Context: an optimization exercise on an open-source flow, tuned for small area, a short achievable clock period and few clock cycles per item. The choices shown serve that exercise and are no tape-out recipe. Function was checked by simulation only, so behaviour that the tests miss may differ from the original. No activity file was given, so power comes from the tool's default toggle rates.

== JK ==
// sum_stationary
module sum_stationary #(
  parameter int DATA_WIDTH = 8,
  parameter int N = 4,
  parameter int C_DATA_WIDTH = (2 * DATA_WIDTH) + $clog2(N),
  parameter int COUNTER_BITS = 16,
  parameter int LEN_BITS = 12,     
  parameter int SPLIT = 13         
) (
  input                             clk,
  input                             reset,
  input                             a_input_valid,
  input                             b_input_valid,
  input                             output_ready,
  output                            input_ready,
  output logic                      output_valid,
  input                             output_by_row,
  input        [COUNTER_BITS-1:0]   len_input,
  input        [N*DATA_WIDTH-1:0]   a_data,
  input        [N*DATA_WIDTH-1:0]   b_data,
  output logic [N*C_DATA_WIDTH-1:0] c_data_streaming
);
For scale: roughly 6600 cells after synthesis, roughly 450 flip-flops, ~160 I/O pins, roughly 0.048 sq mm of cells after synthesis.
export LEC_CHECK = 0
export ABC_AREA = 1
export CAP_MARGIN = 20
export CORE_MARGIN = 2
export CORE_UTILIZATION = 40
export PLACE_DENSITY = 0.6
export SETUP_SLACK_MARGIN = 2.0
export SLEW_MARGIN = 20
create_clock -name core_clock -period 6.0 [get_ports {clk}]
standard.sh (not shown) runs the stock make flow with config.mk's settings and CLKGATE_MAP_FILE= SYNTH_SCRIPT=/design/flow/synth_recipe.tcl, a recipe that flattens the netlist after the stock synthesis.
==> flow/flow/run.sh <==
#!/bin/bash
# The standard layout (standard synthesis, floorplan, placement, CTS,
# routing), with one change: the input and output port buffers that
# global placement inserts are plain buf_2 cells, which the resizer may
# upsize, instead of the clkdlybuf4s50 delay cells buffer_ports picks on
# its own. Every port still gets its buffer.
set -euo pipefail
export BUFFER_PORTS_ARGS="-buffer_cell sky130_fd_sc_hd__buf_2"
bash standard.sh finish > run_standard.log 2>&1
JK: all stages complete, timing, DRC and antenna checks passed
Testbench counts of JK, summed over its fixed seeds: cycles 5,211, tiles 128.
Input-level comparison between MS and JK:
==> flow/run.sh (new file) <==
#!/bin/bash
# synth_recipe.tcl (not shown) runs the flow's synth.tcl, then flattens the netlist and writes it again
# the make line also repeats each setting of config.mk as NAME=value (left out here)
make -C /OpenROAD-flow-scripts/flow DESIGN_CONFIG=/design/flow/config.mk WORK_HOME=/design/flow/orfs CLKGATE_MAP_FILE= SYNTH_SCRIPT=/design/flow/synth_recipe.tcl finish
removed: flow/flow/run.sh
removed: flow/standard.sh
Notes after the runs:
Count of placed standard cells in the final layout, fillers left out of MS exceeds that of JK slightly.
Pre-CTS worst setup slack: MS lower than JK
Clock-buffer cell count of MS exceeds that of JK slightly.
Core utilization: MS higher than JK
Per the comparison of MS with JK, cell area increased by about 4% relative to the old numbers, static leakage saw an increase.
MS vs. JK: number of DRC markers after the initial detailed-route iteration moved up, sequential group power moved up, wire length of the first global-routing pass now sits higher.

* * *

sum_stationary again, from the RTL that the note above started with.
## sum_stationary
module sum_stationary #(
  parameter int DATA_WIDTH = 8,
  parameter int N = 4,
  parameter int C_DATA_WIDTH = (2 * DATA_WIDTH) + $clog2(N),
  parameter int COUNTER_BITS = 16,
  parameter int LEN_BITS = 12,     
  parameter int SPLIT = 13         
) (
  input                             clk,
  input                             reset,
  input                             a_input_valid,
  input                             b_input_valid,
  input                             output_ready,
  output                            input_ready,
  output logic                      output_valid,
  input                             output_by_row,
  input        [COUNTER_BITS-1:0]   len_input,
  input        [N*DATA_WIDTH-1:0]   a_data,
  input        [N*DATA_WIDTH-1:0]   b_data,
  output logic [N*C_DATA_WIDTH-1:0] c_data_streaming
);
  localparam int DW = DATA_WIDTH;
  localparam int CW = C_DATA_WIDTH;
  logic                in_first;   
  logic [LEN_BITS-1:0] rem;        
  logic                rem_is1;    
  logic                v_r, f_r, l_r;    
  logic [N*DW-1:0]     a_r;              
  logic [N*10-1:0]     t_r;              
  logic [N*4-1:0]      s1_r, s2_r, s3_r;  
  logic                full;       
  logic                b0;         
  logic [N-1:1]        rs, cs;     
  logic                last_beat;
  assign last_beat = rs[N-1] || cs[N-1];
  logic out_xfer;
  assign out_xfer = full && output_ready && !reset;
  assign input_ready = !in_first ||
                       (!(v_r && l_r) && (!full || (last_beat && output_ready)));
  logic hs;
  assign hs = a_input_valid && b_input_valid && input_ready && !reset;
  logic len_is1;
  assign len_is1 = len_input[LEN_BITS-1:0] == 1;
  always_ff @(posedge clk) begin
    if (reset) begin
      in_first <= 1'b1;
      rem      <= '0;
      rem_is1  <= 1'b0;
  ...
export LEC_CHECK = 0
export ABC_AREA = 1
export CAP_MARGIN = 20
export CORE_MARGIN = 2
export CORE_UTILIZATION = 40
export PLACE_DENSITY = 0.6
export SLEW_MARGIN = 20
create_clock -name core_clock -period 6.0 [get_ports {clk}]
run.sh (not shown) runs the stock make flow with config.mk's settings and CLKGATE_MAP_FILE= SYNTH_SCRIPT=/design/flow/synth_recipe.tcl, a recipe that flattens the netlist after the stock synthesis.
Stock flow here: none of the scripts above is used.
Testbench counts at the start, summed over its fixed seeds: cycles 5,211, tiles 128.
Edit:
==> flow/flow/run.sh (new file) <==
#!/bin/bash
# The standard layout (standard synthesis, floorplan, placement, CTS,
# routing), with one change: the input and output port buffers that
# global placement inserts are plain buf_2 cells, which the resizer may
# upsize, instead of the clkdlybuf4s50 delay cells buffer_ports picks on
# its own. Every port still gets its buffer.
set -euo pipefail
export BUFFER_PORTS_ARGS="-buffer_cell sky130_fd_sc_hd__buf_2"
bash standard.sh finish > run_standard.log 2>&1
==> flow/standard.sh (new file) <==
#!/bin/bash
# synth_recipe.tcl (not shown) runs the flow's synth.tcl, then flattens the netlist and writes it again
# the make line also repeats each setting of config.mk as NAME=value (left out here)
make -C /OpenROAD-flow-scripts/flow DESIGN_CONFIG=/design/flow/config.mk WORK_HOME=/design/flow/orfs CLKGATE_MAP_FILE= SYNTH_SCRIPT=/design/flow/synth_recipe.tcl "${@:-finish}"
- ABC_AREA: 1 -> default
- SETUP_SLACK_MARGIN: default -> 2.0
removed: flow/run.sh
After rerunning:
- The new run produced a clean layout
- cell area goes down by about 1.2%
- sequential share of layout area rises by 0.69 points
- total power goes down by about 6.6%
Edit:
==> flow/run.sh (new file) <==
#!/bin/bash
# synth_recipe.tcl (not shown) runs the flow's synth.tcl, then flattens the netlist and writes it again
# the make line also repeats each setting of config.mk as NAME=value (left out here)
make -C /OpenROAD-flow-scripts/flow DESIGN_CONFIG=/design/flow/config.mk WORK_HOME=/design/flow/orfs CLKGATE_MAP_FILE= SYNTH_SCRIPT=/design/flow/synth_recipe.tcl finish
removed: flow/flow/run.sh
removed: flow/standard.sh
What happened: The changed run passed the timing, design-rule and antenna checks; non-clock buffer count goes up by 45; routed wire length hardly moves; worst setup slack loses 0.0048 ns; clock-buffer cell count goes down by 15.

what the ideal ports hide:
The results above use ideal ports. As a check the final layouts listed here were re-extracted and re-timed, cells and wires unchanged. Step 1: set_driving_cell puts a clkbuf_16 on clk and a buf_2 on each other input, an assumption about the parent block. Step 2, shift: input delay + t, output delay - t, t = (earliest + latest rising clock arrival at the registers) / 2. This alone moves slack from input paths to output paths. Three values: no drivers, after step 1, after step 2; two values: the first two.
run	shift t [ns]	setup slack, ns	hold slack, ns	worst setup path at the end	clock arrival spread, ns
JK	0.797	1.891 / 1.814 / 1.936	0.466 / 0.466 / 0.466	input to output	0.066 / 0.066
MS	0.817	1.888 / 1.804 / 1.870	0.476 / 0.476 / 0.476	input to output	0.061 / 0.061
the first run of note 2	0.806	0.893 / 0.810 / 0.945	0.477 / 0.477 / 0.477	input to output	0.063 / 0.063
the second run of note 2	0.740	1.957 / 1.898 / 1.957	0.476 / 0.476 / 0.476	register to register	0.035 / 0.035
the third run of note 2	0.770	1.952 / 1.787 / 1.787	0.465 / 0.465 / 0.465	input to output	0.039 / 0.039
After both steps every run listed still meets setup and hold. The setup slack of the third run of note 2, which loses most, moves by -0.165 ns with the drivers and by -0.165 ns with both steps.
